From an optimization exercise on the open Yosys and OpenROAD flow, aimed at small area; shortcuts taken in it are not production practice.
In this exercise RTL edits were held to simulation tests only and were not proved equivalent to the original.
The clock cells of runs 1 and 3 to 5 come from the design's own scripts or RTL, not from TritonCTS.
No driver is modelled on the clock port, so clock power and skew are understated where the tree is cut down; a real chip needs a root buffer or a tree.
Power is estimated from default activity; no workload was simulated.

<file path="flow/config.mk">
export PLATFORM = sky130hd
export DESIGN_NAME = ROM
export DESIGN_NICKNAME = ROM
export VERILOG_FILES = /design/flow/design.v
export SDC_FILE = /design/flow/constraint.sdc
export NUM_CORES = 4
export LEC_CHECK = 0
export CAP_MARGIN = 20
export CORE_MARGIN = 2
export CORE_UTILIZATION = 70
export GPL_TIMING_DRIVEN = 0
export SLEW_MARGIN = 20
</file>
<file path="flow/flow/abc_area.script">
strash
dch
map -a
mfs2 -W 4 -M 5000
strash
dch
map -a
mfs2 -W 4
strash
dch -f
map -a
mfs2 -W 4
strash
dch -f
map -a
mfs2 -W 4 -a
strash
dch -f
map -a
mfs2 -W 4
strash
dch -f
map -a
topo
dnsize
</file>
<file path="flow/standard.sh">
#!/bin/bash
# synth_recipe.tcl (not shown) runs the flow's synth.tcl, then flattens the netlist and writes it again
# the make line also repeats each setting of config.mk as NAME=value (left out here)
make -C /OpenROAD-flow-scripts/flow DESIGN_CONFIG=/design/flow/config.mk WORK_HOME=/design/flow/orfs CLKGATE_MAP_FILE= SYNTH_SCRIPT=/design/flow/synth_recipe.tcl "${@:-finish}"
</file>
<file path="flow/design.v">
module key_filter (
    input wire sys_clk,
    input wire sys_rst_n,
    input wire key_in,
    output wire key_hit
);
    localparam [6:0] POL = 7'b1010101;
    localparam [15:0] FB = 16'd12241;
    reg [6:0] t;
    wire [6:0] s = t ^ POL;
    wire clr = key_in | ~sys_rst_n;
    wire fb = FB[{s[6], s[4], s[2], s[0]}];
    wire [6:0] sn = clr ? 7'd0 : {s[5:0], fb};
    always @(posedge sys_clk) t <= sn ^ POL;
    assign key_hit = ((s[6] & s[5] & s[4] & ~s[3] & s[2] & s[1] & s[0]));
endmodule
module rom_ctrl (
    input wire sys_clk,
    input wire sys_rst_n,
    input wire key1_hit,
    input wire key2_hit,
    output reg [1:0] hun,
    output reg [3:0] ten,
    output reg [3:0] unit
);
    localparam [10:0] POL = 11'b01010101010;
    reg addr_flag1;
    reg addr_flag2;
    reg [10:0] t;
    wire [10:0] s = t ^ POL;
    wire rst = ~sys_rst_n;
    wire wrap = ((~s[10] & s[9] & ~s[8] & s[7] & s[6] & s[5] & ~s[4] & s[3] & ~s[2] & ~s[1] & s[0]));
    wire [9:0] a = {hun, ten, unit};
    wire at255 = ((a[9] & a[6] & ~a[4] & a[2] & ~a[0]));
    wire u9 = ((unit[3] & unit[2]));
    wire t9 = ((ten[3] & ten[2]));
    wire hold = wrap || addr_flag1 || addr_flag2;
    wire [10:0] sn = rst ? 11'd0 : hold ? 11'h400 : {s[9:0], ~(s[10] ^ s[8])};
    always @(posedge sys_clk) t <= sn ^ POL;
    always @(posedge sys_clk) begin
        if (rst) addr_flag1 <= 1'b0;
        else if (key2_hit) addr_flag1 <= 1'b0;
        else if (key1_hit) addr_flag1 <= ~addr_flag1;
    end
    always @(posedge sys_clk) begin
        if (rst) addr_flag2 <= 1'b0;
        else if (key1_hit) addr_flag2 <= 1'b0;
        else if (key2_hit) addr_flag2 <= ~addr_flag2;
    end
    always @(posedge sys_clk) begin
        if (rst || (wrap && at255)) begin
            hun <= 2'b00; ten <= 4'd0; unit <= 4'd0;
        end else if (addr_flag1) begin
            hun <= 2'b00; ten <= 4'd13; unit <= 4'd13;
        end else if (addr_flag2) begin
            hun <= 2'b01; ten <= 4'd13; unit <= 4'd13;
        end else if (wrap) begin
            unit <= u9 ? 4'd0 : {unit[2:0], ~(unit[3] ^ unit[0])};
            if (u9) begin
                ten <= t9 ? 4'd0 : {ten[2:0], ~(ten[3] ^ ten[0])};
                if (t9) hun <= {hun[0], 1'b1};
            end
        end
    end
endmodule
module seg_595_dynamic (
    input wire sys_clk,
    input wire sys_rst_n,
    input wire [1:0] hun,
    input wire [3:0] ten,
    input wire [3:0] unit,
    output wire stcp,
    output wire shcp,
    output reg ds,
    output wire oe
);
    reg [2:0] cnt_8;
    reg [2:0] c7;
    reg [4:0] c25;
    reg [3:0] c11;
    reg [2:0] jsel;
    reg [3:0] nxt;
    reg [3:0] cur;
    wire rst = ~sys_rst_n;
    wire q0 = (cnt_8[1:0] == 2'd0);
    wire tick4 = (cnt_8[1:0] == 2'd3);
    wire tick8 = (cnt_8 == 3'd7);
    wire c25_0 = ((~c25[3] & ~c25[2] & ~c25[1] & ~c25[0]));
    wire c25_24 = ((c25[4] & ~c25[3] & ~c25[1] & ~c25[0]));
    wire c11_10 = ((~c11[2] & c11[1] & ~c11[0]));
    wire c7_0 = ((~c7[2] & ~c7[1] & ~c7[0]));
    wire slot = (cnt_8 == 3'd3) && c25_0;
    wire first = (jsel == 3'd6);
    wire grab = tick4 && c11_10 && ((~c25[4] & c25[1]) | (~c25[3] & c25[0]) | (c25[3] & c25[2] & c25[1]));
    assign oe = rst;
    assign shcp = (tick4 || (q0 && !first));
    assign stcp = (cnt_8 == 3'd0) && c7_0 && !first;
    always @(posedge sys_clk or negedge sys_rst_n) begin
        if (!sys_rst_n) cnt_8 <= 3'd0;
        else cnt_8 <= cnt_8 + 1'b1;
    end
    always @(posedge sys_clk or negedge sys_rst_n) begin
        if (!sys_rst_n) c7 <= 3'd0;
        else if (tick8) c7 <= {c7[1:0], ~(c7[2] ^ c7[1])};
    end
    always @(posedge sys_clk) begin
        if (!sys_rst_n) c25 <= 5'd0;
        else if (tick8) c25 <= c25_24 ? 5'd0 : {c25[3:0], ~(c25[4] ^ c25[2])};
    end
    always @(posedge sys_clk) begin
        if (!sys_rst_n) c11 <= 4'd0;
        else if (tick4) c11 <= c11_10 ? 4'd0 : {c11[2:0], ~(c11[3] ^ c11[2])};
    end
    reg [2:0] jnext;
    always @(*) begin
        case (jsel)
            3'd4: jnext = 3'd0;
            3'd0: jnext = 3'd5;
            3'd5: jnext = 3'd1;
            3'd1: jnext = 3'd7;
            3'd7: jnext = 3'd3;
            3'd3: jnext = 3'd4;
            3'd2: jnext = 3'd4;
            3'd6: jnext = 3'd2;
        endcase
    end
    always @(posedge sys_clk or negedge sys_rst_n) begin
        if (!sys_rst_n) jsel <= 3'd6;
        else if (slot) jsel <= jnext;
    end
    wire hun_nz = hun[0];
    wire ten_nz = ~((~ten[2] & ~ten[1] & ~ten[0]));
    wire [3:0] dig = (jnext == 3'd4) ? unit :
                     (jnext == 3'd0) ? ((hun_nz || ten_nz) ? ten : 4'd15) :
                     (jnext == 3'd5) ? (hun_nz ? (hun[1] ? 4'd2 : 4'd1) : 4'd15) : 4'd15;
    always @(posedge sys_clk) begin
        if (grab) nxt <= dig;
    end
    always @(posedge sys_clk) begin
        if (slot) cur <= first ? 4'd0 : nxt;
    end
    wire [6:0] seg;
    assign seg[0] = ((cur[3] & cur[1]) | (~cur[3] & ~cur[2] & ~cur[1] & cur[0]));
    assign seg[1] = ((cur[3] & ~cur[2] & ~cur[1]) | (cur[3] & cur[2] & cur[1]) | (cur[2] & ~cur[1] & ~cur[0]));
    assign seg[2] = ((cur[3] & cur[2] & cur[1]) | (~cur[3] & ~cur[2] & cur[1] & ~cur[0]));
    assign seg[3] = ((cur[3] & cur[1]) | (~cur[3] & ~cur[2] & cur[0]));
    assign seg[4] = ((cur[2] & ~cur[1]) | (cur[3] & cur[1]) | (~cur[3] & cur[0]));
    assign seg[5] = ((~cur[3] & cur[0]) | (cur[1] & cur[0]) | (~cur[3] & ~cur[2] & cur[1]));
    assign seg[6] = ((cur[1] & cur[0]) | (~cur[3] & ~cur[2] & ~cur[1]));
    wire [5:0] sel = {jsel == 3'd3, jsel == 3'd7, jsel == 3'd1, jsel == 3'd5, jsel == 3'd0, jsel == 3'd4};
    wire [13:0] data = {seg[0], seg[1], seg[2], seg[3], seg[4], seg[5], seg[6],
                        1'b1, sel};
    reg bit_out;
    always @(*) begin
        case ({c7, cnt_8[2]})
            {3'd0, 1'b0}: bit_out = data[0];
            {3'd0, 1'b1}: bit_out = data[1];
            {3'd1, 1'b0}: bit_out = data[2];
            {3'd1, 1'b1}: bit_out = data[3];
            {3'd3, 1'b0}: bit_out = data[4];
            {3'd3, 1'b1}: bit_out = data[5];
            {3'd6, 1'b0}: bit_out = data[6];
            {3'd6, 1'b1}: bit_out = data[7];
            {3'd5, 1'b0}: bit_out = data[8];
            {3'd5, 1'b1}: bit_out = data[9];
            {3'd2, 1'b0}: bit_out = data[10];
            {3'd2, 1'b1}: bit_out = data[11];
            {3'd4, 1'b0}: bit_out = data[12];
            {3'd4, 1'b1}: bit_out = data[13];
            default: bit_out = 1'b0;
        endcase
    end
    always @(posedge sys_clk or negedge sys_rst_n) begin
        if (sys_rst_n == 1'b0) ds <= 1'b0;
        else ds <= bit_out;
    end
endmodule
module ROM (
    input wire sys_clk,
    input wire sys_rst_n,
    input wire [1:0] key,
    output wire stcp,
    output wire shcp,
    output wire ds,
    output wire oe
);
    wire key1_hit, key2_hit;
    wire [1:0] a_hun;
    wire [3:0] a_ten, a_unit;
    key_filter key1_filter_inst(.sys_clk(sys_clk), .sys_rst_n(sys_rst_n),
        .key_in(key[0]), .key_hit(key1_hit));
    key_filter key2_filter_inst(.sys_clk(sys_clk), .sys_rst_n(sys_rst_n),
        .key_in(key[1]), .key_hit(key2_hit));
    rom_ctrl rom_ctrl_inst(.sys_clk(sys_clk), .sys_rst_n(sys_rst_n),
        .key1_hit(key1_hit), .key2_hit(key2_hit),
        .hun(a_hun), .ten(a_ten), .unit(a_unit));
    seg_595_dynamic seg_595_dynamic_inst(.sys_clk(sys_clk), .sys_rst_n(sys_rst_n),
        .hun(a_hun), .ten(a_ten), .unit(a_unit),
        .stcp(stcp), .shcp(shcp), .ds(ds), .oe(oe));
endmodule
</file>
<file path="flow/flow/run.sh">
#!/bin/bash
set -euo pipefail
W=$PWD
F=$W/flow
cat > "$W/area_synth.tcl" <<EOT
proc abc {args} {
  set i [lsearch -exact \$args -script]
  if {\$i >= 0} { lset args [expr {\$i + 1}] $F/abc_area.script }
  yosys abc {*}\$args
}
source $W/synth_recipe.tcl
EOT
export MANUAL_CTS_NET=sys_clk MANUAL_CTS_N=2 MANUAL_CTS_BUF=sky130_fd_sc_hd__clkbuf_16
bash "$W/standard.sh" synth "SYNTH_SCRIPT=$W/area_synth.tcl" > "$W/synth.log" 2>&1
bash "$W/standard.sh" finish "SYNTH_SCRIPT=$W/area_synth.tcl" "PRE_CTS_TCL=$F/manual_cts.tcl" "BUFFER_PORTS_ARGS=-buffer_cell sky130_fd_sc_hd__buf_1" > "$W/layout.log" 2>&1
</file>
<file path="flow/flow/manual_cts.tcl">
# Clock tree made here instead of by TritonCTS (run as cts.tcl's PRE_CTS_TCL
# hook): the clock pins are split into MANUAL_CTS_N groups by position
# (k-means), and one clock buffer (MANUAL_CTS_BUF) at the centre of each group
# drives that group's clock pins. The clock port drives only these buffers,
# so every register gets the clock through exactly one buffer.
set block [ord::get_db_block]
set db [ord::get_db]
set clk [$block findNet $::env(MANUAL_CTS_NET)]
set master [$db findMaster $::env(MANUAL_CTS_BUF)]
set k $::env(MANUAL_CTS_N)
set sinks [$clk getITerms]
set xs {}
set ys {}
foreach it $sinks {
  set b [[$it getInst] getBBox]
  lappend xs [expr {([$b xMin] + [$b xMax]) / 2.0}]
  lappend ys [expr {([$b yMin] + [$b yMax]) / 2.0}]
}
set n [llength $sinks]
# initial centres: sinks spread along the sorted x order
set order [lsort -real -indices $xs]
set cx {}
set cy {}
for {set c 0} {$c < $k} {incr c} {
  set i [lindex $order [expr {int(($c + 0.5) * $n / $k)}]]
  lappend cx [lindex $xs $i]
  lappend cy [lindex $ys $i]
}
for {set iter 0} {$iter < 50} {incr iter} {
  set asg {}
  for {set i 0} {$i < $n} {incr i} {
    set best 0
    set bd 1e30
    for {set c 0} {$c < $k} {incr c} {
      set d [expr {abs([lindex $xs $i] - [lindex $cx $c]) + abs([lindex $ys $i] - [lindex $cy $c])}]
      if {$d < $bd} { set bd $d; set best $c }
    }
    lappend asg $best
  }
  for {set c 0} {$c < $k} {incr c} {
    set sx 0.0; set sy 0.0; set m 0
    for {set i 0} {$i < $n} {incr i} {
      if {[lindex $asg $i] == $c} {
        set sx [expr {$sx + [lindex $xs $i]}]; set sy [expr {$sy + [lindex $ys $i]}]; incr m
      }
    }
    if {$m > 0} { lset cx $c [expr {$sx / $m}]; lset cy $c [expr {$sy / $m}] }
  }
}
for {set c 0} {$c < $k} {incr c} {
  set buf [odb::dbInst_create $block $master clkbuf_manual_$c]
  set net [odb::dbNet_create $block clknet_manual_$c]
  $net setSigType CLOCK
  [$buf findITerm A] connect $clk
  [$buf findITerm X] connect $net
  set m 0
  for {set i 0} {$i < $n} {incr i} {
    if {[lindex $asg $i] == $c} {
      set it [lindex $sinks $i]
      $it disconnect
      $it connect $net
      incr m
    }
  }
  $buf setLocation [expr {int([lindex $cx $c])}] [expr {int([lindex $cy $c])}]
  $buf setPlacementStatus PLACED
  puts "manual clock tree: buffer $c ([$master getName]) drives $m clock pins"
}
proc clock_tree_synthesis {args} { puts "clock_tree_synthesis skipped: clock tree made by manual_cts.tcl" }
set_propagated_clock [all_clocks]
</file>
<file path="flow/constraint.sdc">
create_clock -name core_clock -period 5.0 [get_ports {sys_clk}]
set_input_delay 1.0000 -clock core_clock [delete_from_list [all_inputs] [get_ports {sys_clk}]]
set_output_delay 1.0000 -clock core_clock [all_outputs]
set_load 0.01 [all_outputs]
</file>
==> notes.md, run 1 <==
# TYPE chip_impl_metric gauge
chip_impl_metric{name="yosys_register_bits",unit=""} 64
chip_impl_metric{name="route.antenna.remaining_nets",unit=""} 0
chip_impl_metric{name="fin_nets",unit=""} 331
chip_impl_metric{name="placed_cell_area",unit="sq um"} 2669
chip_impl_metric{name="std_cell_rows",unit=""} 22
chip_impl_info{name="crit_path_end_kind",value="output pin"} 1
chip_impl_metric{name="clock_skew",unit="ns"} 0.01145
chip_impl_metric{name="portBuffers",unit=""} 7
chip_impl_metric{name="post_cts.resized_instances",unit=""} 0
chip_impl_metric{name="finish.instance_area",unit="sq um"} 2719
chip_impl_metric{name="io-pin-count",unit=""} 8
chip_impl_metric{name="cp.required",unit="ns"} 4.00
chip_impl_metric{name="yosys.cell_types.count",unit=""} 26
chip_impl_metric{name="synthesis.area_per_instance",unit="sq um"} 8.385
chip_impl_metric{name="yosysSeqAreaShare",unit="%"} 54.75
chip_impl_metric{name="clock_pin_slew_of_the_registers_on_the_worst_case_setup_and_hold_paths",unit="ns"} 0.10
chip_impl_metric{name="gpl.final_weighted_congestion",unit=""} 0.8335
chip_impl_metric{name="grt_pass1_wl",unit="mm"} 7.969
chip_impl_metric{name="design.core.area",unit="sq um"} 3606
chip_impl_metric{name="max_cap_violations",unit=""} 0
chip_impl_info{name="r2r-start",value="rom_ctrl_inst.t[10]"} 1
chip_impl_metric{name="timing.hold.ws",unit="ns"} 0.3976
chip_impl_metric{name="antenna_found_initial",unit=""} 0
chip_impl_metric{name="cts_setup_buffers",unit=""} 0
chip_impl_metric{name="final-setup-viol-count",unit=""} 0
chip_impl_info{name="most_repeated_cell_in_the_gate_level_netlist_after_synthesis",value="sky130_fd_sc_hd__nor2_1"} 1
chip_impl_metric{name="synth_largest_type_area_fraction",unit="%"} 35.66
chip_impl_metric{name="detailedRoute.firstPassIterationCount",unit=""} 4
chip_impl_metric{name="hpwl",unit="mm"} 3.454
chip_impl_metric{name="largest_incremental_delay_on_the_critical_path",unit="ns"} 0.65
chip_impl_metric{name="finalHoldViolCount",unit=""} 0
chip_impl_metric{name="worst_slew_pin_slew",unit="ns"} 0.8909
chip_impl_metric{name="crit_path_time_final",unit="ns"} 3.465
chip_impl_metric{name="ratio_of_cells_with_drive_above_1_in_the_final_layout",unit="%"} 1.577
chip_impl_info{name="netlist_top_cells_area",value="sky130_fd_sc_hd__dfxtp_1 (36%), sky130_fd_sc_hd__edfxtp_1 (9.3%), sky130_fd_sc_hd__dfrtp_1 (7.8%)"} 1
chip_impl_metric{name="detail_route.iter0.violations",unit=""} 132
chip_impl_info{name="worstSetupStartpoint",value="sys_rst_n"} 1
chip_impl_metric{name="insertedDiodeCount",unit=""} 0
chip_impl_metric{name="routed_via_density",unit=""} 5.600
chip_impl_info{name="rsz0062_at_grt",value="no"} 1
chip_impl_metric{name="die_span_y",unit="microns"} 64.74
chip_impl_info{name="yosys_most_used_dff",value="sky130_fd_sc_hd__dfxtp_1"} 1
chip_impl_info{name="worst_hold_path_type",value="reg -> reg"} 1
chip_impl_info{name="most_numerous_cell_types_in_the_synthesized_netlist",value="sky130_fd_sc_hd__nor2_1 (49), sky130_fd_sc_hd__dfxtp_1 (46), sky130_fd_sc_hd__clkinv_1 (44)"} 1
chip_impl_info{name="path_cells",value="buf_1 -> clkinv_1 -> buf_1"} 1
chip_impl_metric{name="synthesis.area",unit="sq um"} 2582
chip_impl_metric{name="static-leakage-power",unit="nW"} 0.9714
chip_impl_metric{name="finalCritPeriodShare",unit="%"} 69.29
chip_impl_info{name="path_delay_family",value="buffers and inverters"} 1
chip_impl_metric{name="drc_errors",unit=""} 0
chip_impl_metric{name="powerDensity",unit="nW/um^2"} 286.3
chip_impl_metric{name="dr_total_vias",unit=""} 2044
chip_impl_info{name="post-synth-top-area-cell",value="sky130_fd_sc_hd__dfxtp_1"} 1
chip_impl_metric{name="global_router_s_overall_resource_usage",unit="%"} 23.32
chip_impl_info{name="hold_start",value="key2_filter_inst.t[5]"} 1
chip_impl_metric{name="grt_max_degree",unit=""} 34
chip_impl_metric{name="crit_arrival",unit="ns"} 2.46
chip_impl_metric{name="syn_nets",unit=""} 320
chip_impl_info{name="outcome",value="complete, no violations"} 1
chip_impl_metric{name="peak_supply_drop",unit="mV"} 0.2863
chip_impl_metric{name="grt_remaining_overflow",unit=""} 0
chip_impl_info{name="crit_path_start_kind",value="primary input"} 1
chip_impl_metric{name="starting_density_of_the_core",unit="%"} 71.62
chip_impl_metric{name="cp_max_fo",unit=""} 18
chip_impl_metric{name="postRouteWirelength",unit="mm"} 4.637
chip_impl_metric{name="synth_edf_count",unit=""} 8
chip_impl_metric{name="final-max-slew-violation-count",unit=""} 0
chip_impl_metric{name="flow.area_growth_from_synthesis",unit="%"} 5.281
chip_impl_metric{name="synth_warnings",unit=""} 3
chip_impl_metric{name="cts_hold_repair.buffers",unit=""} 0
chip_impl_info{name="worst-setup-path-type",value="in -> out"} 1
chip_impl_metric{name="fmaxAchievable",unit="MHz"} 288.6
chip_impl_metric{name="utilization",unit="%"} 75.40
chip_impl_info{name="cp_slowest_cell",value="sky130_fd_sc_hd__buf_1"} 1
chip_impl_metric{name="detail_route.wl_per_cell",unit="microns"} 12.70
chip_impl_info{name="worst_path_most_repeated_cell",value="sky130_fd_sc_hd__buf_1"} 1
chip_impl_metric{name="grt_pass1_vias",unit=""} 1886
chip_impl_metric{name="chipWidth",unit="microns"} 64.74
chip_impl_metric{name="total_neg_setup_slack",unit="ns"} 0
chip_impl_metric{name="async_reset_ff_share",unit="%"} 15.63
chip_impl_metric{name="die-area",unit="sq um"} 4191
chip_impl_metric{name="path_buf_inv",unit=""} 3
chip_impl_metric{name="clk-insertion-delay-late",unit="ns"} 0.17
chip_impl_metric{name="instance_count_of_the_mapped_netlist",unit=""} 308
chip_impl_metric{name="relSlewSlack",unit="%"} 40.60
## metrics by stage
stage                      power, W  std cells  setup WS, ns
after floorplan           0.0005805        308         2.687
after global placement    0.0005920        363         1.481
after detailed placement  0.0005939        363         1.485
after CTS                 0.0007801        365         1.487
after global routing      0.0008052        365         1.311
final                     0.0007783        365         1.535
## flip-flops by register name (all words and copies together), names as in the netlist, 3 cells and up
signal,flops
seg_595_dynamic_inst.c11,4
seg_595_dynamic_inst.nxt,4
rom_ctrl_inst.ten,4
rom_ctrl_inst.unit,4
seg_595_dynamic_inst.c25,5
rom_ctrl_inst.t,11
seg_595_dynamic_inst.jsel,3
key1_filter_inst.t,7
seg_595_dynamic_inst.cnt_8,3
seg_595_dynamic_inst.c7,3
key2_filter_inst.t,7
seg_595_dynamic_inst.cur,4
## layout by cell type (no fill, tap or decap), drive strengths merged, types with 4 or more instances in the layout
master / count
ha: 8
buf: 7
o21ai: 20
nor2: 49
a21oi: 33
o211ai: 4
nor3: 15
edfxtp: 8
nand3: 8
nand2: 42
dfxtp: 46
clkinv: 44
dfrtp: 8
## area by class of cell
class | count | area [sq um]
Buffer | 2 | 50.05
Tap cell | 48 | 60.06
Fill cell | 259 | 887.1
Inverter | 44 | 165.2
Timing Repair Buffer | 7 | 26.28
Sequential cell | 64 | 1414
Multi-Input combinational cell | 200 | 1003
## final timing paths
check                                                endpoint  slack (ns)  depth (start not counted)
worst min register to register          key2_filter_inst.t[6]        0.40                          1
worst max register to register           rom_ctrl_inst.hun[1]        2.99                          9
worst min-delay path                    key2_filter_inst.t[6]        0.40                          1
max in group asynchronous             seg_595_dynamic_inst.ds        3.55                          1
worst max-delay path                                       oe        1.54                          3
min in group asynchronous       seg_595_dynamic_inst.cnt_8[1]        0.91                          1
## cell families (layout without fill, tap and decap cells)
logic type | after synthesis | in the layout | share of synthesized area [%]
XOR/XNOR | 1 | 1 | 0.3392
adder cells (fa/ha/maj) | 8 | 8 | 3.876
AO/OA/AOI/OAI | 73 | 73 | 15.94
buffers and inverters | 44 | 53 | 6.395
AND/OR/NAND/NOR | 118 | 118 | 18.70
flip-flops | 64 | 64 | 54.75
## routing by layer
layer / up-vias / GRT usage, % / wire [microns]
met5: - / 0 / 0
li1: 1052 / - / -
met4: 0 / 3.191 / 38
met2: 32 / 43.94 / 2359
met1: 955 / 30.10 / 2094
met3: 5 / 1.389 / 145
## worst reg2reg max path, cell delays in order, from the launching register on
cell	delay, ns
sky130_fd_sc_hd__dfxtp_1	0.33
sky130_fd_sc_hd__or2_2	0.30
sky130_fd_sc_hd__nor3_1	0.13
sky130_fd_sc_hd__nand3_1	0.09
sky130_fd_sc_hd__nor2_1	0.24
sky130_fd_sc_hd__nand2_1	0.24
sky130_fd_sc_hd__nor2_1	0.20
sky130_fd_sc_hd__clkinv_1	0.10
sky130_fd_sc_hd__o21ai_0	0.17
sky130_fd_sc_hd__a21oi_1	0.08
## power breakdown
group          switching, W  total [W]  leakage (nW)  internal, W
clock              0.000121   0.000196        0.0246    0.0000746
sequential       0.00000978   0.000544         0.564     0.000534
combinational     0.0000260  0.0000391         0.383    0.0000131
==> run 2, diff against run 1 <==
--- a/flow/flow/run.sh
+++ b/flow/flow/run.sh
@@ -12,3 +12,3 @@
 EOT
-export MANUAL_CTS_NET=sys_clk MANUAL_CTS_N=2 MANUAL_CTS_BUF=sky130_fd_sc_hd__clkbuf_16
+export MANUAL_CTS_NET=sys_clk MANUAL_CTS_N=1 MANUAL_CTS_BUF=sky130_fd_sc_hd__clkbuf_16
 bash "$W/standard.sh" synth "SYNTH_SCRIPT=$W/area_synth.tcl" > "$W/synth.log" 2>&1
==> flow/flow/abc_area.script (replaced) <==
strash
dch
map -a
mfs2 -W 4 -M 5000
strash
dch
map -a
mfs2 -W 4
strash
dch -f
map -a
mfs2 -W 4
strash
dch -f
map -a
topo
dnsize
--- a/flow/config.mk
+++ b/flow/config.mk
@@ -9,3 +9,3 @@
 export CORE_MARGIN = 2
-export CORE_UTILIZATION = 70
+export CORE_UTILIZATION = 90
 export GPL_TIMING_DRIVEN = 0
==> run 2 against run 1 <==
  * The run now fails in global placement without I/O
  * Synthesized area rose by 0.29%
  * Synthesized cell count rose by 1.3%
==> notes.md, run 2 <==
# TYPE chip_impl_metric gauge
chip_impl_info{name="outcome",value="stopped before the end"} 1
chip_impl_info{name="last-stage-reached",value="global placement without I/O"} 1
chip_impl_info{name="first-error",value="[ERROR GPL-0301] Utilization 105.310 % exceeds 100%."} 1
chip_impl_metric{name="chipWidth",unit="microns"} 57.65
chip_impl_info{name="post-synth-top-area-cell",value="sky130_fd_sc_hd__dfxtp_1"} 1
chip_impl_metric{name="synthesis.area_per_instance",unit="sq um"} 8.301
chip_impl_info{name="most_repeated_cell_in_the_gate_level_netlist_after_synthesis",value="sky130_fd_sc_hd__nor2_1"} 1
chip_impl_metric{name="syn_nets",unit=""} 324
chip_impl_info{name="netlist_top_cells_area",value="sky130_fd_sc_hd__dfxtp_1 (36%), sky130_fd_sc_hd__edfxtp_1 (9.3%), sky130_fd_sc_hd__dfrtp_1 (7.7%)"} 1
chip_impl_metric{name="starting_density_of_the_core",unit="%"} 94.74
chip_impl_metric{name="yosysSeqAreaShare",unit="%"} 54.59
chip_impl_metric{name="synth_largest_type_area_fraction",unit="%"} 35.56
chip_impl_metric{name="synth_edf_count",unit=""} 8
chip_impl_metric{name="async_reset_ff_share",unit="%"} 15.63
chip_impl_metric{name="yosys_register_bits",unit=""} 64
chip_impl_metric{name="instance_count_of_the_mapped_netlist",unit=""} 312
chip_impl_metric{name="yosys.cell_types.count",unit=""} 25
chip_impl_info{name="yosys_most_used_dff",value="sky130_fd_sc_hd__dfxtp_1"} 1
chip_impl_metric{name="synth_warnings",unit=""} 3
chip_impl_info{name="most_numerous_cell_types_in_the_synthesized_netlist",value="sky130_fd_sc_hd__nor2_1 (50), sky130_fd_sc_hd__dfxtp_1 (46), sky130_fd_sc_hd__clkinv_1 (45), sky130_fd_sc_hd__nand2_1 (45), sky130_fd_sc_hd__a21oi_1 (32)"} 1
chip_impl_metric{name="std_cell_rows",unit=""} 19
chip_impl_metric{name="synthesis.area",unit="sq um"} 2590
chip_impl_metric{name="die_span_y",unit="microns"} 57.65
[run 2: cell count changes after synthesis, sizes merged, moves of 2 or more]
cell / before / now
a211oi: 2 / 0
a31oi: 3 / 5
nand3: 8 / 10
nand4: 1 / 3
nor3: 15 / 12
nand2: 42 / 45
[run 2: kinds of logic after synthesis]
logic type                 synth area share [%]
adders and majority gates                 3.865
DFF                                       54.59
AOI/OAI and AO/OA                         15.27
and+or+nand+nor                           19.76
buffers and inverters                     6.522
==> run 3, diff against run 2 <==
--- a/flow/design.v
+++ b/flow/design.v
@@ -73,3 +73,3 @@
     output wire shcp,
-    output reg ds,
+    output wire ds,
     output wire oe
@@ -91,10 +91,11 @@
     wire c7_0 = ((~c7[2] & ~c7[1] & ~c7[0]));
+    wire c7_6 = ((c7[2] & ~c7[1] & ~c7[0]));
     wire slot = (cnt_8 == 3'd3) && c25_0;
     wire first = (jsel == 3'd6);
-    wire grab = tick4 && c11_10 && ((~c25[4] & c25[1]) | (~c25[3] & c25[0]) | (c25[3] & c25[2] & c25[1]));
+    wire grab = (cnt_8[1:0] == 2'd2) && c11_10 && ((~c25[4] & c25[1]) | (~c25[3] & c25[0]) | (c25[3] & c25[2] & c25[1]));
     assign oe = rst;
-    assign shcp = (tick4 || (q0 && !first));
-    assign stcp = (cnt_8 == 3'd0) && c7_0 && !first;
+    assign shcp = cnt_8[1] && !(first && cnt_8[2]);
+    assign stcp = (cnt_8 == 3'd7) && c7_6 && !first;
     always @(posedge sys_clk or negedge sys_rst_n) begin
-        if (!sys_rst_n) cnt_8 <= 3'd0;
+        if (!sys_rst_n) cnt_8 <= 3'd7;
         else cnt_8 <= cnt_8 + 1'b1;
@@ -102,3 +103,3 @@
     always @(posedge sys_clk or negedge sys_rst_n) begin
-        if (!sys_rst_n) c7 <= 3'd0;
+        if (!sys_rst_n) c7 <= 3'd4;
         else if (tick8) c7 <= {c7[1:0], ~(c7[2] ^ c7[1])};
@@ -106,3 +107,3 @@
     always @(posedge sys_clk) begin
-        if (!sys_rst_n) c25 <= 5'd0;
+        if (!sys_rst_n) c25 <= 5'd20;
         else if (tick8) c25 <= c25_24 ? 5'd0 : {c25[3:0], ~(c25[4] ^ c25[2])};
@@ -110,3 +111,3 @@
     always @(posedge sys_clk) begin
-        if (!sys_rst_n) c11 <= 4'd0;
+        if (!sys_rst_n) c11 <= 4'd2;
         else if (tick4) c11 <= c11_10 ? 4'd0 : {c11[2:0], ~(c11[3] ^ c11[2])};
@@ -172,6 +173,3 @@
     end
-    always @(posedge sys_clk or negedge sys_rst_n) begin
-        if (sys_rst_n == 1'b0) ds <= 1'b0;
-        else ds <= bit_out;
-    end
+    assign ds = bit_out && !first;
 endmodule
--- a/flow/flow/run.sh
+++ b/flow/flow/run.sh
@@ -12,3 +12,3 @@
 EOT
-export MANUAL_CTS_NET=sys_clk MANUAL_CTS_N=1 MANUAL_CTS_BUF=sky130_fd_sc_hd__clkbuf_16
+export MANUAL_CTS_NET=sys_clk MANUAL_CTS_N=2 MANUAL_CTS_BUF=sky130_fd_sc_hd__clkbuf_16
 bash "$W/standard.sh" synth "SYNTH_SCRIPT=$W/area_synth.tcl" > "$W/synth.log" 2>&1
--- a/flow/flow/abc_area.script
+++ b/flow/flow/abc_area.script
@@ -15,2 +15,6 @@
 map -a
+mfs2 -W 4
+strash
+dch -f
+map -a
 topo
--- a/flow/config.mk
+++ b/flow/config.mk
@@ -9,3 +9,3 @@
 export CORE_MARGIN = 2
-export CORE_UTILIZATION = 90
+export CORE_UTILIZATION = 70
 export GPL_TIMING_DRIVEN = 0
==> run 3 against run 2 <==
  * Synthesized area down 0.14%
  * Now clean on timing, DRC and antenna
  * Synthesized cell count shrank 1.9%
==> notes.md, run 3 <==
# TYPE chip_impl_metric gauge
chip_impl_info{name="outcome",value="complete, no violations"} 1
chip_impl_metric{name="grt_remaining_overflow",unit=""} 0
chip_impl_metric{name="grt_pass1_vias",unit=""} 1967
chip_impl_metric{name="synth_edf_count",unit=""} 8
chip_impl_metric{name="synth_warnings",unit=""} 3
chip_impl_metric{name="switching_part_of_the_total_power",unit="%"} 19.60
chip_impl_metric{name="relative_contribution_of_the_clock_network_to_total_power",unit="%"} 25.9
chip_impl_info{name="min_to",value="key2_filter_inst.t[6]"} 1
chip_impl_info{name="top_regs",value="rom_ctrl_inst.t (11), key1_filter_inst.t (7), key2_filter_inst.t (7)"} 1
chip_impl_metric{name="reg2reg_depth",unit=""} 4
chip_impl_metric{name="async_reset_ff_share",unit="%"} 14.29
chip_impl_info{name="r2r-start",value="seg_595_dynamic_inst.cnt_8[1]"} 1
chip_impl_metric{name="final-setup-viol-count",unit=""} 0
chip_impl_metric{name="relSlewSlack",unit="%"} 40.55
chip_impl_info{name="commonest_non_fill_non_tap_cell_in_the_layout",value="sky130_fd_sc_hd__nor2_1"} 1
chip_impl_info{name="worst_hold_path_type",value="reg -> reg"} 1
chip_impl_metric{name="clk-insertion-delay-late",unit="ns"} 0.17
chip_impl_info{name="crit_path_start_kind",value="primary input"} 1
chip_impl_metric{name="ratio_of_cells_with_drive_above_1_in_the_final_layout",unit="%"} 2.857
chip_impl_metric{name="post-place-ws",unit="ns"} 1.573
chip_impl_metric{name="portBuffers",unit=""} 7
chip_impl_metric{name="yosys.cell_types.count",unit=""} 27
chip_impl_metric{name="sequentialPowerShare",unit="%"} 70.2
chip_impl_metric{name="peak_supply_drop",unit="mV"} 0.2776
chip_impl_info{name="post-synth-top-area-cell",value="sky130_fd_sc_hd__dfxtp_1"} 1
chip_impl_metric{name="holdPathStages",unit=""} 1
chip_impl_info{name="largest-register",value="rom_ctrl_inst.t"} 1
chip_impl_info{name="crit_path_end_kind",value="output pin"} 1
chip_impl_metric{name="global_router_s_overall_resource_usage",unit="%"} 23.95
chip_impl_metric{name="std_cell_rows",unit=""} 22
chip_impl_info{name="yosys_most_used_dff",value="sky130_fd_sc_hd__dfxtp_1"} 1
chip_impl_metric{name="crit_arrival",unit="ns"} 2.46
chip_impl_metric{name="cts_hold_repair.buffers",unit=""} 0
chip_impl_info{name="netlist_top_cells_area",value="sky130_fd_sc_hd__dfxtp_1 (36%), sky130_fd_sc_hd__edfxtp_1 (9.3%), sky130_fd_sc_hd__nor2_1 (7.4%)"} 1
chip_impl_metric{name="intPower",unit="W"} 0.0006031
chip_impl_info{name="r2r-end",value="seg_595_dynamic_inst.c25[3]"} 1
chip_impl_metric{name="largest_register_ff_count",unit=""} 11
chip_impl_metric{name="syn_nets",unit=""} 318
chip_impl_metric{name="chipWidth",unit="microns"} 64.79
chip_impl_info{name="most-common-layout-cells",value="sky130_fd_sc_hd__nor2_1 (51), sky130_fd_sc_hd__dfxtp_1 (46), sky130_fd_sc_hd__clkinv_1 (42)"} 1
chip_impl_metric{name="detailedRoute.firstPassIterationCount",unit=""} 4
chip_impl_metric{name="dp.cells",unit=""} 361
chip_impl_metric{name="synthesis.area_per_instance",unit="sq um"} 8.452
chip_impl_metric{name="grt_max_degree",unit=""} 33
chip_impl_metric{name="synthesis.area",unit="sq um"} 2586
chip_impl_metric{name="cp.required",unit="ns"} 4.00
chip_impl_metric{name="gpl.final_weighted_congestion",unit=""} 0.8582
chip_impl_info{name="gr_peak_layer",value="met2"} 1
chip_impl_metric{name="setup_slack_on_the_worst_flop_to_flop_path",unit="ns"} 2.98
chip_impl_metric{name="post_cts.resized_instances",unit=""} 0
chip_impl_metric{name="use_met1",unit="%"} 29.61
chip_impl_metric{name="final_cell_count_no_fill",unit=""} 363
chip_impl_metric{name="post-route-worst-setup-slack",unit="ns"} 1.544
chip_impl_metric{name="postRouteWirelength",unit="mm"} 4.812
chip_impl_metric{name="clock_pin_slew_of_the_registers_on_the_worst_case_setup_and_hold_paths",unit="ns"} 0.11
chip_impl_info{name="worst-setup-path-type",value="in -> out"} 1
chip_impl_metric{name="grt_pass1_wl",unit="mm"} 8.231
chip_impl_metric{name="cp_max_fo",unit=""} 17
chip_impl_metric{name="dr_total_vias",unit=""} 2065
chip_impl_metric{name="yosysSeqAreaShare",unit="%"} 53.89
chip_impl_info{name="most_repeated_cell_in_the_gate_level_netlist_after_synthesis",value="sky130_fd_sc_hd__nor2_1"} 1
chip_impl_metric{name="io-pin-count",unit=""} 8
chip_impl_metric{name="instance_count_of_the_mapped_netlist",unit=""} 306
chip_impl_metric{name="insertedDiodeCount",unit=""} 0
chip_impl_metric{name="die-area",unit="sq um"} 4197
chip_impl_metric{name="detail_route.wl_per_cell",unit="microns"} 13.26
chip_impl_metric{name="design.core.area",unit="sq um"} 3606
chip_impl_metric{name="synth_largest_type_area_fraction",unit="%"} 35.61
chip_impl_metric{name="flow.area_growth_from_synthesis",unit="%"} 5.273
chip_impl_metric{name="detail_route.iter0.violations",unit=""} 147
chip_impl_info{name="most_numerous_cell_types_in_the_synthesized_netlist",value="sky130_fd_sc_hd__nor2_1 (51), sky130_fd_sc_hd__dfxtp_1 (46), sky130_fd_sc_hd__clkinv_1 (42)"} 1
chip_impl_metric{name="total_neg_setup_slack",unit="ns"} 0
chip_impl_metric{name="comb_power_share",unit="%"} 3.9
chip_impl_metric{name="powerDensity",unit="nW/um^2"} 275.5
chip_impl_metric{name="fin_nets",unit=""} 329
chip_impl_metric{name="max_cap_violations",unit=""} 0
chip_impl_metric{name="clock_skew",unit="ns"} 0.005196
chip_impl_metric{name="die_span_y",unit="microns"} 64.79
chip_impl_metric{name="cts_setup_buffers",unit=""} 0
chip_impl_metric{name="finalCritPeriodShare",unit="%"} 69.11
chip_impl_metric{name="fmaxAchievable",unit="MHz"} 289.4
chip_impl_metric{name="final-max-slew-violation-count",unit=""} 0
chip_impl_metric{name="starting_density_of_the_core",unit="%"} 71.72
chip_impl_metric{name="finalHoldViolCount",unit=""} 0
chip_impl_info{name="rsz0062_at_grt",value="no"} 1
chip_impl_metric{name="antenna_found_initial",unit=""} 0
chip_impl_metric{name="met2_usage",unit="%"} 47.16
chip_impl_metric{name="worst_slew_pin_slew",unit="ns"} 0.8917
chip_impl_metric{name="fillers",unit=""} 280
chip_impl_info{name="hold_start",value="key2_filter_inst.t[5]"} 1
chip_impl_metric{name="drc_errors",unit=""} 0
chip_impl_metric{name="crit_path_time_final",unit="ns"} 3.456
chip_impl_metric{name="hpwl",unit="mm"} 3.606
chip_impl_metric{name="p_switching",unit="W"} 0.0001470
chip_impl_metric{name="global_route.usage.met3",unit="%"} 0.8681
chip_impl_metric{name="route.antenna.remaining_nets",unit=""} 0
chip_impl_metric{name="static-leakage-power",unit="nW"} 0.9553
chip_impl_metric{name="yosys_register_bits",unit=""} 63
chip_impl_metric{name="routed_via_density",unit=""} 5.689
==> run 3: cell count changes after synthesis, sizes merged, moves of 3 or more <==
cell,previous run,this run
dfstp,2,6
dfrtp,8,3
a31oi,5,2
a22oi,2,6
nor4,2,7
clkinv,45,42
nand4,3,0
nand2,45,35
==> run 3: worst max-delay path by stage <==
stage                                   from   end  slack, ns  cells after the start
2_1_floorplan  seg_595_dynamic_inst.cnt_8[1]  stcp       2.21                      4
3_3_place_gp                       sys_rst_n    oe       1.60                      3
3_5_place_dp                       sys_rst_n    oe       1.57                      3
4_1_cts                            sys_rst_n    oe       1.57                      3
5_1_grt                            sys_rst_n    oe       1.38                      3
6_report                           sys_rst_n    oe       1.54                      3
==> run 3: worst max-delay path, cell delays in order <==
cell and delay [ns]:
sky130_fd_sc_hd__buf_1 0.65, sky130_fd_sc_hd__clkinv_1 0.55, sky130_fd_sc_hd__buf_1 0.24
==> run 3: layer usage <==
layer / part of all wire [%] / up-vias
li1: - / 1073
met1: 44 / 952
met2: 52 / 35
met3: 2.6 / 5
met4: 1.2 / 0
met5: 0 / -
==> run 3: stage by stage <==
stage,hold WS [ns],total power [W],util [%],cell area [sq um]
3_5_place_dp,0.3744,0.0005662,74.12,2673
4_1_cts,0.4037,0.0007527,75.50,2723
6_report,0.4021,0.0007501,75.50,2723
5_1_grt,0.4194,0.0007726,75.50,2723
3_3_place_gp,0.3716,0.0005642,74.12,2673
2_1_floorplan,0.3653,0.0005554,-,2586
==> run 3: area by class of cell <==
cell class	count	area (sq um)	area share (%)
buffer	2	50.05	1.838
inverter	42	157.7	5.790
multi-input combinational	201	1035	38.01
sequential	63	1394	51.19
tap	48	60.06	2.206
timing repair buffer	7	26.28	0.9651
==> run 3: power groups by stage <==
stage	sequential (W)	combinational, W	clock [W]
floorplan	0.000535	0.0000200	0
global placement	0.000537	0.0000273	0
detailed placement	0.000537	0.0000290	0
CTS	0.000526	0.0000292	0.000197
global route	0.000527	0.0000337	0.000211
finish	0.000526	0.0000293	0.000194
==> run 3: logic make-up (layout without fill, tap and decap cells) <==
family          count (synthesis)  in the layout  share of synthesized area, %
buf+inv                        42             51                         6.096
simple gates                  118            118                         19.06
compound gates                 73             73                         16.40
fa+ha+maj                       8              8                         3.870
flops                          63             63                         53.89
xor+xnor                        2              2                        0.6774
==> run 4, diff against run 3 <==
==> flow/flow/abc_area.script (replaced) <==
strash
dch
map -a
mfs2 -W 5
strash
dch -f
map -a
mfs2 -W 4
strash
dch
map -a
mfs2 -W 4
strash
balance
rewrite
refactor
balance
rewrite
rewrite -z
balance
refactor -z
rewrite -z
balance
dch
map -a
mfs2 -W 6 -M 5000
strash
balance
rewrite
refactor
balance
rewrite
rewrite -z
balance
refactor -z
rewrite -z
balance
dch
map -a
mfs2 -W 4 -M 5000
strash
balance
rewrite
refactor
balance
rewrite
rewrite -z
balance
refactor -z
rewrite -z
balance
dch
map -a
topo
dnsize
==> run 4 against run 3 <==
  * Synthesized cell count is 3.3% lower
  * Still clean
  * Flip-flop and latch count stayed put
  * Largest cell class unchanged
  * Cell area is 1.5% lower
==> notes.md, run 4 <==
# TYPE chip_impl_metric gauge
chip_impl_metric{name="fin_nets",unit=""} 319
chip_impl_info{name="most-common-layout-cells",value="sky130_fd_sc_hd__nor2_1 (47), sky130_fd_sc_hd__dfxtp_1 (46), sky130_fd_sc_hd__nand2_1 (43)"} 1
chip_impl_metric{name="detailedRoute.firstPassIterationCount",unit=""} 7
chip_impl_metric{name="chipWidth",unit="microns"} 64.34
chip_impl_metric{name="final-setup-viol-count",unit=""} 0
chip_impl_metric{name="clk-insertion-delay-late",unit="ns"} 0.17
chip_impl_info{name="outcome",value="complete, no violations"} 1
chip_impl_metric{name="grt_pass1_vias",unit=""} 1959
chip_impl_info{name="cp-endpoint",value="oe"} 1
chip_impl_metric{name="total_power",unit="W"} 0.0007453
chip_impl_metric{name="gpl.final_weighted_congestion",unit=""} 0.7499
chip_impl_metric{name="async_reset_ff_share",unit="%"} 14.29
chip_impl_metric{name="cp_max_fo",unit=""} 20
chip_impl_metric{name="synth_edf_count",unit=""} 8
chip_impl_metric{name="largest_register_ff_count",unit=""} 11
chip_impl_metric{name="setup_slack_on_the_worst_flop_to_flop_path",unit="ns"} 2.99
chip_impl_info{name="largest-register",value="rom_ctrl_inst.t"} 1
chip_impl_metric{name="global_route.usage.met3",unit="%"} 1.585
chip_impl_metric{name="peak_supply_drop",unit="mV"} 0.3592
chip_impl_metric{name="detail_route.wl_per_cell",unit="microns"} 13.17
chip_impl_info{name="worstSetupStartpoint",value="sys_rst_n"} 1
chip_impl_metric{name="global_router_s_overall_resource_usage",unit="%"} 23.30
chip_impl_metric{name="syn_nets",unit=""} 308
chip_impl_metric{name="flow.area_growth_from_synthesis",unit="%"} 5.253
chip_impl_info{name="post-synth-top-area-cell",value="sky130_fd_sc_hd__dfxtp_1"} 1
chip_impl_metric{name="finalCritPeriodShare",unit="%"} 68.78
chip_impl_metric{name="dp.cells",unit=""} 349
chip_impl_metric{name="yosysSeqAreaShare",unit="%"} 54.69
chip_impl_metric{name="crit_path_time_final",unit="ns"} 3.439
chip_impl_metric{name="finish.instance_area",unit="sq um"} 2683
chip_impl_metric{name="synthesis.area",unit="sq um"} 2549
chip_impl_info{name="r2r-start",value="rom_ctrl_inst.addr_flag2"} 1
chip_impl_info{name="r2r-end",value="rom_ctrl_inst.t[0]"} 1
chip_impl_metric{name="clock_skew",unit="ns"} 0.01136
chip_impl_info{name="most_repeated_cell_in_the_gate_level_netlist_after_synthesis",value="sky130_fd_sc_hd__nor2_1"} 1
chip_impl_info{name="top_regs",value="rom_ctrl_inst.t (11), key1_filter_inst.t (7), key2_filter_inst.t (7)"} 1
chip_impl_metric{name="die-area",unit="sq um"} 4140
chip_impl_info{name="netlist_top_cells_area",value="sky130_fd_sc_hd__dfxtp_1 (36%), sky130_fd_sc_hd__edfxtp_1 (9.4%), sky130_fd_sc_hd__nor2_1 (6.9%)"} 1
chip_impl_metric{name="grt_remaining_overflow",unit=""} 0
chip_impl_metric{name="clock_pin_slew_of_the_registers_on_the_worst_case_setup_and_hold_paths",unit="ns"} 0.11
chip_impl_metric{name="fmaxAchievable",unit="MHz"} 290.8
chip_impl_metric{name="insertedDiodeCount",unit=""} 0
chip_impl_metric{name="relSlewSlack",unit="%"} 37.64
chip_impl_metric{name="worst_slew_pin_slew",unit="ns"} 0.9355
chip_impl_info{name="worst-setup-path-type",value="in -> out"} 1
chip_impl_metric{name="utilization",unit="%"} 78.53
chip_impl_metric{name="detail_route.iter0.violations",unit=""} 114
chip_impl_metric{name="instance_count_of_the_mapped_netlist",unit=""} 296
chip_impl_metric{name="static-leakage-power",unit="nW"} 0.9694
chip_impl_metric{name="yosys.cell_types.count",unit=""} 28
chip_impl_metric{name="cts_setup_buffers",unit=""} 0
chip_impl_metric{name="yosys_register_bits",unit=""} 63
chip_impl_metric{name="crit_arrival",unit="ns"} 2.44
chip_impl_info{name="commonest_non_fill_non_tap_cell_in_the_layout",value="sky130_fd_sc_hd__nor2_1"} 1
chip_impl_metric{name="max_cap_violations",unit=""} 0
chip_impl_metric{name="final-max-slew-violation-count",unit=""} 0
chip_impl_metric{name="grt_max_degree",unit=""} 35
chip_impl_info{name="crit_path_start_kind",value="primary input"} 1
chip_impl_info{name="gr_peak_layer",value="met2"} 1
chip_impl_metric{name="use_met1",unit="%"} 27.67
chip_impl_metric{name="met2_usage",unit="%"} 45.44
chip_impl_metric{name="die_span_y",unit="microns"} 64.34
chip_impl_metric{name="antenna_found_initial",unit=""} 0
chip_impl_metric{name="ratio_of_cells_with_drive_above_1_in_the_final_layout",unit="%"} 3.607
chip_impl_metric{name="dr_total_vias",unit=""} 1999
chip_impl_metric{name="route.antenna.remaining_nets",unit=""} 0
chip_impl_metric{name="design.core.area",unit="sq um"} 3416
chip_impl_metric{name="total_neg_setup_slack",unit="ns"} 0
chip_impl_metric{name="post_cts.resized_instances",unit=""} 0
chip_impl_metric{name="portBuffers",unit=""} 7
chip_impl_metric{name="synth_warnings",unit=""} 3
chip_impl_info{name="most_numerous_cell_types_in_the_synthesized_netlist",value="sky130_fd_sc_hd__nor2_1 (47), sky130_fd_sc_hd__dfxtp_1 (46), sky130_fd_sc_hd__nand2_1 (43)"} 1
chip_impl_metric{name="starting_density_of_the_core",unit="%"} 74.62
chip_impl_metric{name="drc_errors",unit=""} 0
chip_impl_metric{name="routed_via_density",unit=""} 5.695
chip_impl_metric{name="finalHoldViolCount",unit=""} 0
chip_impl_info{name="rsz0062_at_grt",value="no"} 1
chip_impl_metric{name="postRouteWirelength",unit="mm"} 4.624
chip_impl_info{name="crit_path_end_kind",value="output pin"} 1
chip_impl_metric{name="final_cell_count_no_fill",unit=""} 351
chip_impl_metric{name="grt_pass1_wl",unit="mm"} 7.976
chip_impl_metric{name="placed_cell_area",unit="sq um"} 2633
chip_impl_info{name="yosys_most_used_dff",value="sky130_fd_sc_hd__dfxtp_1"} 1
chip_impl_metric{name="powerDensity",unit="nW/um^2"} 277.8
chip_impl_metric{name="reg2reg_depth",unit=""} 5
chip_impl_metric{name="cp.required",unit="ns"} 4.00
chip_impl_metric{name="synth_largest_type_area_fraction",unit="%"} 36.13
chip_impl_info{name="worst_hold_path_type",value="reg -> reg"} 1
chip_impl_metric{name="hpwl",unit="mm"} 3.470
chip_impl_metric{name="io-pin-count",unit=""} 8
chip_impl_metric{name="cts_hold_repair.buffers",unit=""} 0
chip_impl_metric{name="std_cell_rows",unit=""} 21
chip_impl_metric{name="synthesis.area_per_instance",unit="sq um"} 8.610
==> run 4: worst min path at each step <==
| stage | startpoint | endpoint | slack [ns] | cells after the start |
|---|---|---|---|---|
| after floorplan | key1_filter_inst.t[3] | key1_filter_inst.t[4] | 0.37 | 1 |
| after global placement | key1_filter_inst.t[5] | key1_filter_inst.t[6] | 0.37 | 1 |
| after detailed placement | rom_ctrl_inst.t[2] | rom_ctrl_inst.t[3] | 0.37 | 1 |
| after CTS | rom_ctrl_inst.t[2] | rom_ctrl_inst.t[3] | 0.40 | 1 |
| after global routing | rom_ctrl_inst.t[6] | rom_ctrl_inst.t[7] | 0.41 | 1 |
| final | rom_ctrl_inst.t[2] | rom_ctrl_inst.t[3] | 0.40 | 1 |
==> run 4: metal layers <==
metal	part of all wire, %	wire (microns)
met1	45	2076
met2	51	2361
met3	2.6	119
met5	0	0
met4	1.4	65
==> run 4: layout make-up <==
type	instances	area [sq um]
Buffer	2	50.05
Tap cell	46	57.56
Inverter	38	142.6
Sequential cell	63	1394
Timing Repair Buffer	7	26.28
Fill cell	233	733.2
Multi-Input combinational cell	195	1012
==> run 4: cell families (layout without fill, tap and decap cells) <==
| kind of cell | count (synthesis) | count (layout) | share of synthesized area, % |
|---|---|---|---|
| buffers and inverters | 38 | 47 | 5.597 |
| AO/OA/AOI/OAI | 70 | 70 | 16.50 |
| XOR/XNOR | 2 | 2 | 0.6874 |
| flip-flops | 63 | 63 | 54.69 |
| adder cells (fa/ha/maj) | 8 | 8 | 3.928 |
| AND/OR/NAND/NOR | 115 | 115 | 18.61 |
==> run 4: power breakdown <==
group          switching (W)  internal (W)  leakage, nW
logic              0.0000179    0.00000880        0.394
clock network       0.000117     0.0000744       0.0246
registers         0.00000676      0.000520        0.550
==> run 4: critical path, cell delays in order <==
cell	delay [ns]
sky130_fd_sc_hd__buf_1	0.68
sky130_fd_sc_hd__clkinv_1	0.52
sky130_fd_sc_hd__buf_1	0.24
==> run 4: metrics by stage <==
| step | hold slack [ns] | setup WS [ns] |
|---|---|---|
| after floorplan | 0.3653 | 2.191 |
| after global placement | 0.3688 | 1.532 |
| after detailed placement | 0.3723 | 1.537 |
| after CTS | 0.4002 | 1.546 |
| after global routing | 0.4136 | 1.383 |
| final | 0.3971 | 1.561 |
==> run 5, diff against run 4 <==
--- a/flow/flow/abc_area.script
+++ b/flow/flow/abc_area.script
@@ -7,4 +7,32 @@
 map -a
-mfs2 -W 4
+mfs2 -W 6
 strash
+balance
+rewrite
+refactor
+balance
+rewrite
+rewrite -z
+balance
+refactor -z
+rewrite -z
+balance
+dch
+map -a
+mfs2 -W 5
+strash
+dch -f
+map -a
+mfs2 -W 5
+strash
+balance
+rewrite
+refactor
+balance
+rewrite
+rewrite -z
+balance
+refactor -z
+rewrite -z
+balance
 dch
@@ -25,11 +53,6 @@
 map -a
-mfs2 -W 6 -M 5000
+mfs2 -W 4
 strash
 balance
-rewrite
-refactor
-balance
-rewrite
 rewrite -z
-balance
 refactor -z
@@ -37,3 +60,3 @@
 balance
-dch
+dch -f
 map -a
==> run 5 against run 4 <==
  * Cell area unchanged
  * Largest power group unchanged
  * Critical path type unchanged
  * Clock power about the same
  * Die area down 0.28%
  * Cell count down 1.4%
  * Setup slack better by 0.052 ns
  * Power down 0.41%
  * Global-route usage down 0.56 points
  * Wire length down 6.0%
  * Critical path depth unchanged
==> notes.md, run 5 <==
# TYPE chip_impl_metric gauge
chip_impl_metric{name="static-leakage-power",unit="nW"} 0.9353
chip_impl_metric{name="largest_incremental_delay_on_the_critical_path",unit="ns"} 0.65
chip_impl_info{name="most-common-layout-cells",value="sky130_fd_sc_hd__dfxtp_1 (46), sky130_fd_sc_hd__nand2_1 (40), sky130_fd_sc_hd__clkinv_1 (39)"} 1
chip_impl_info{name="largest-register",value="rom_ctrl_inst.t"} 1
chip_impl_metric{name="starting_density_of_the_core",unit="%"} 74.40
chip_impl_metric{name="utilization",unit="%"} 78.53
chip_impl_metric{name="final-setup-viol-count",unit=""} 0
chip_impl_metric{name="total_neg_setup_slack",unit="ns"} 0
chip_impl_info{name="outcome",value="complete, no violations"} 1
chip_impl_metric{name="detail_route.wl_per_cell",unit="microns"} 12.56
chip_impl_metric{name="synthesis.area",unit="sq um"} 2541
chip_impl_metric{name="synth_simple_gate_area_share",unit="%"} 16.74
chip_impl_metric{name="flow.area_growth_from_synthesis",unit="%"} 5.564
chip_impl_metric{name="crit_path_time_final",unit="ns"} 3.387
chip_impl_metric{name="drc_errors",unit=""} 0
chip_impl_metric{name="synth_xor_xnor_area_share",unit="%"} 0.6893
chip_impl_metric{name="instance_count_of_the_mapped_netlist",unit=""} 291
chip_impl_metric{name="finalHoldViolCount",unit=""} 0
chip_impl_metric{name="relSlewSlack",unit="%"} 40.05
chip_impl_metric{name="synth_warnings",unit=""} 3
chip_impl_metric{name="compound_cell_area_share_of_the_yosys_netlist",unit="%"} 18.02
chip_impl_metric{name="powerDensity",unit="nW/um^2"} 276.7
chip_impl_info{name="worst_hold_path_type",value="reg -> reg"} 1
chip_impl_metric{name="peak_supply_drop",unit="mV"} 0.3086
chip_impl_metric{name="p_switching",unit="W"} 0.0001386
chip_impl_metric{name="design.core.area",unit="sq um"} 3416
chip_impl_metric{name="adder_cell_share_of_the_synthesized_area",unit="%"} 3.939
chip_impl_metric{name="std_cell_rows",unit=""} 21
chip_impl_metric{name="yosys_register_bits",unit=""} 63
chip_impl_metric{name="detail_route.iter0.violations",unit=""} 67
chip_impl_info{name="most_repeated_cell_in_the_gate_level_netlist_after_synthesis",value="sky130_fd_sc_hd__dfxtp_1"} 1
chip_impl_info{name="r2r-end",value="rom_ctrl_inst.hun[1]"} 1
chip_impl_metric{name="async_reset_ff_share",unit="%"} 14.29
chip_impl_info{name="crit_path_end_kind",value="output pin"} 1
chip_impl_metric{name="clock_pin_slew_of_the_registers_on_the_worst_case_setup_and_hold_paths",unit="ns"} 0.12
chip_impl_metric{name="cp_max_fo",unit=""} 19
chip_impl_metric{name="synthesis.area_per_instance",unit="sq um"} 8.733
chip_impl_metric{name="total_power",unit="W"} 0.0007422
chip_impl_metric{name="grt_pass1_wl",unit="mm"} 7.852
chip_impl_metric{name="routed_via_density",unit=""} 5.679
chip_impl_metric{name="detailedRoute.firstPassIterationCount",unit=""} 4
chip_impl_metric{name="gpl.final_weighted_congestion",unit=""} 0.8091
chip_impl_metric{name="largest_register_ff_count",unit=""} 11
chip_impl_metric{name="die_span_y",unit="microns"} 64.25
chip_impl_info{name="yosys_most_used_dff",value="sky130_fd_sc_hd__dfxtp_1"} 1
chip_impl_info{name="rsz0062_at_grt",value="no"} 1
chip_impl_metric{name="dr_total_vias",unit=""} 1965
chip_impl_metric{name="yosys.cell_types.count",unit=""} 26
chip_impl_metric{name="cp.required",unit="ns"} 4.00
chip_impl_metric{name="die-area",unit="sq um"} 4128
chip_impl_info{name="most_numerous_cell_types_in_the_synthesized_netlist",value="sky130_fd_sc_hd__dfxtp_1 (46), sky130_fd_sc_hd__nand2_1 (40), sky130_fd_sc_hd__clkinv_1 (39)"} 1
chip_impl_metric{name="hpwl",unit="mm"} 3.255
chip_impl_metric{name="cts_hold_repair.buffers",unit=""} 0
chip_impl_metric{name="fmaxAchievable",unit="MHz"} 295.2
chip_impl_metric{name="grt_remaining_overflow",unit=""} 0
chip_impl_info{name="worst_path_most_repeated_cell",value="sky130_fd_sc_hd__buf_1"} 1
chip_impl_info{name="post-synth-top-area-cell",value="sky130_fd_sc_hd__dfxtp_1"} 1
chip_impl_metric{name="sequentialPowerShare",unit="%"} 70.9
chip_impl_metric{name="antenna_found_initial",unit=""} 0
chip_impl_metric{name="switching_part_of_the_total_power",unit="%"} 18.67
chip_impl_info{name="netlist_top_cells_area",value="sky130_fd_sc_hd__dfxtp_1 (36%), sky130_fd_sc_hd__edfxtp_1 (9.5%), sky130_fd_sc_hd__dfstp_2 (6.2%)"} 1
chip_impl_metric{name="crit_arrival",unit="ns"} 2.39
chip_impl_info{name="cp_slowest_cell",value="sky130_fd_sc_hd__buf_1"} 1
chip_impl_metric{name="relative_contribution_of_the_clock_network_to_total_power",unit="%"} 25.5
chip_impl_metric{name="intPower",unit="W"} 0.0006036
chip_impl_metric{name="comb_power_share",unit="%"} 3.5
chip_impl_metric{name="chipWidth",unit="microns"} 64.25
chip_impl_metric{name="finalCritPeriodShare",unit="%"} 67.74
chip_impl_metric{name="max_cap_violations",unit=""} 0
chip_impl_metric{name="insertedDiodeCount",unit=""} 0
chip_impl_metric{name="worst_slew_pin_slew",unit="ns"} 0.8992
chip_impl_metric{name="fin_nets",unit=""} 314
chip_impl_metric{name="yosysSeqAreaShare",unit="%"} 54.85
chip_impl_info{name="crit_path_start_kind",value="primary input"} 1
chip_impl_metric{name="grt_pass1_vias",unit=""} 1905
chip_impl_metric{name="synth_largest_type_area_fraction",unit="%"} 36.24
chip_impl_metric{name="cts_setup_buffers",unit=""} 0
chip_impl_metric{name="synth_edf_count",unit=""} 8
chip_impl_metric{name="ratio_of_cells_with_drive_above_1_in_the_final_layout",unit="%"} 4.333
chip_impl_info{name="top_regs",value="rom_ctrl_inst.t (11), key1_filter_inst.t (7), key2_filter_inst.t (7)"} 1
chip_impl_metric{name="global_router_s_overall_resource_usage",unit="%"} 22.74
chip_impl_metric{name="clock_skew",unit="ns"} 0.02444
chip_impl_metric{name="io-pin-count",unit=""} 8
chip_impl_info{name="cp-endpoint",value="oe"} 1
chip_impl_metric{name="setup_slack_on_the_worst_flop_to_flop_path",unit="ns"} 2.61
chip_impl_info{name="worst-setup-path-type",value="in -> out"} 1
chip_impl_info{name="commonest_non_fill_non_tap_cell_in_the_layout",value="sky130_fd_sc_hd__dfxtp_1"} 1
chip_impl_metric{name="clk-insertion-delay-late",unit="ns"} 0.18
chip_impl_info{name="dominant_combinational_cell_family_by_area_after_synthesis",value="compound AO/OA/AOI/OAI gates"} 1
chip_impl_metric{name="route.antenna.remaining_nets",unit=""} 0
chip_impl_metric{name="post_cts.resized_instances",unit=""} 0
chip_impl_info{name="r2r-start",value="rom_ctrl_inst.t[10]"} 1
chip_impl_metric{name="postRouteWirelength",unit="mm"} 4.345
chip_impl_info{name="path_cells",value="buf_1 -> clkinv_1 -> buf_1"} 1
chip_impl_metric{name="final-max-slew-violation-count",unit=""} 0
chip_impl_info{name="worstSetupStartpoint",value="sys_rst_n"} 1
chip_impl_metric{name="fraction_of_synthesized_area_in_multiplexers",unit="%"} 0
chip_impl_metric{name="syn_nets",unit=""} 303
chip_impl_metric{name="portBuffers",unit=""} 7
chip_impl_metric{name="grt_max_degree",unit=""} 39
chip_impl_metric{name="reg2reg_depth",unit=""} 8
-- run 5: cell types whose count changed in the layout (fill, tap and decap cells not counted), moves of 2 or more --
cell	before	now
sky130_fd_sc_hd__nor2_1	47	38
sky130_fd_sc_hd__a21oi_1	21	26
sky130_fd_sc_hd__nand2_1	43	40
sky130_fd_sc_hd__o211ai_1	3	5
sky130_fd_sc_hd__nand4_1	4	0
sky130_fd_sc_hd__nor3_1	10	12
-- run 5: power groups by stage --
stage / Sequential (W) / Clock, W / Combinational (W)
floorplan: 0.000536 / 0 / 0.0000184
finish: 0.000527 / 0.000189 / 0.0000262
global placement: 0.000537 / 0 / 0.0000256
global route: 0.000528 / 0.000208 / 0.0000307
detailed placement: 0.000537 / 0 / 0.0000266
CTS: 0.000526 / 0.000195 / 0.0000265
-- run 5: per-layer routing --
metal / wire, microns / up-vias / GRT usage (%) / part of all wire, %
li1: - / 1016 / - / -
met5: 0 / - / 0 / 0
met3: 116 / 3 / 1.056 / 2.7
met4: 21 / 0 / 1.064 / 0.48
met1: 1932 / 913 / 29.32 / 44
met2: 2274 / 33 / 44.14 / 52
-- run 5: cell families after synthesis --
logic type / Yosys count
and+or+nand+nor: 103
buffers and inverters: 39
adders and majority gates: 8
AOI/OAI and AO/OA: 76
xor gates and xnor gates: 2
DFF: 63
-- run 5: worst min path at each step --
stage	from	depth (start not counted)	end	slack, ns
final	key1_filter_inst.t[5]	1	key1_filter_inst.t[6]	0.40
after global routing	key2_filter_inst.t[3]	1	key2_filter_inst.t[4]	0.41
after CTS	key1_filter_inst.t[5]	1	key1_filter_inst.t[6]	0.40
after detailed placement	key1_filter_inst.t[5]	1	key1_filter_inst.t[6]	0.37
after global placement	key2_filter_inst.t[3]	1	key2_filter_inst.t[4]	0.37
after floorplan	key1_filter_inst.t[3]	1	key1_filter_inst.t[4]	0.37
-- run 5: through the flow --
step	instance area [sq um]	std cells	setup slack (ns)	hold slack [ns]
6_report	2683	346	1.613	0.3996
2_1_floorplan	2541	291	2.191	0.3653
4_1_cts	2683	346	1.593	0.4020
3_3_place_gp	2625	344	1.596	0.3702
3_5_place_dp	2633	344	1.540	0.3723
5_1_grt	2683	346	1.423	0.4096
-- run 5: cell type report --
| class | instances | area, sq um |
|---|---|---|
| Timing Repair Buffer | 7 | 26.28 |
| Tap cell | 46 | 57.56 |
| Buffer | 2 | 50.05 |
| Fill cell | 247 | 733.2 |
| Inverter | 39 | 146.4 |
| Sequential cell | 63 | 1394 |
| Multi-Input combinational cell | 189 | 1008 |
-- run 5: worst max-delay path: cells and delay by family --
family	cells	cell delay [ns]
buf+inv	3	1.38

-- what the ideal ports hide --
No port has a modelled driver above. Below, the same layouts with a new extraction and two added sets of constraints. Step 1 assumes that a clkbuf_16 drives the clock port and a buf_2 every other input. Step 2, shift: input delay + t, output delay - t, t = (earliest + latest rising clock arrival at the registers) / 2. This alone moves slack from input paths to output paths. Slacks: no drivers / after step 1 / after step 2; pairs: no drivers / after step 1.
| run | shift t [ns] | setup WS [ns] | slew at the worst register clock pin (ns) | worst data-port slew with drivers (ns) |
|---|---|---|---|---|
| run 1 | 0.214 | 1.535 / 1.509 / 1.509 | 0.12 / 0.12 | 0.03 |
| run 3 | 0.213 | 1.544 / 1.517 / 1.517 | 0.11 / 0.11 | 0.03 |
| run 4 | 0.208 | 1.561 / 1.535 / 1.535 | 0.11 / 0.11 | 0.03 |
| run 5 | 0.209 | 1.613 / 1.585 / 1.585 | 0.12 / 0.12 | 0.03 |
After both steps setup and hold are still met in every run listed. The setup slack of run 5, which loses most, moves by -0.028 ns with the drivers and by -0.028 ns with both steps.
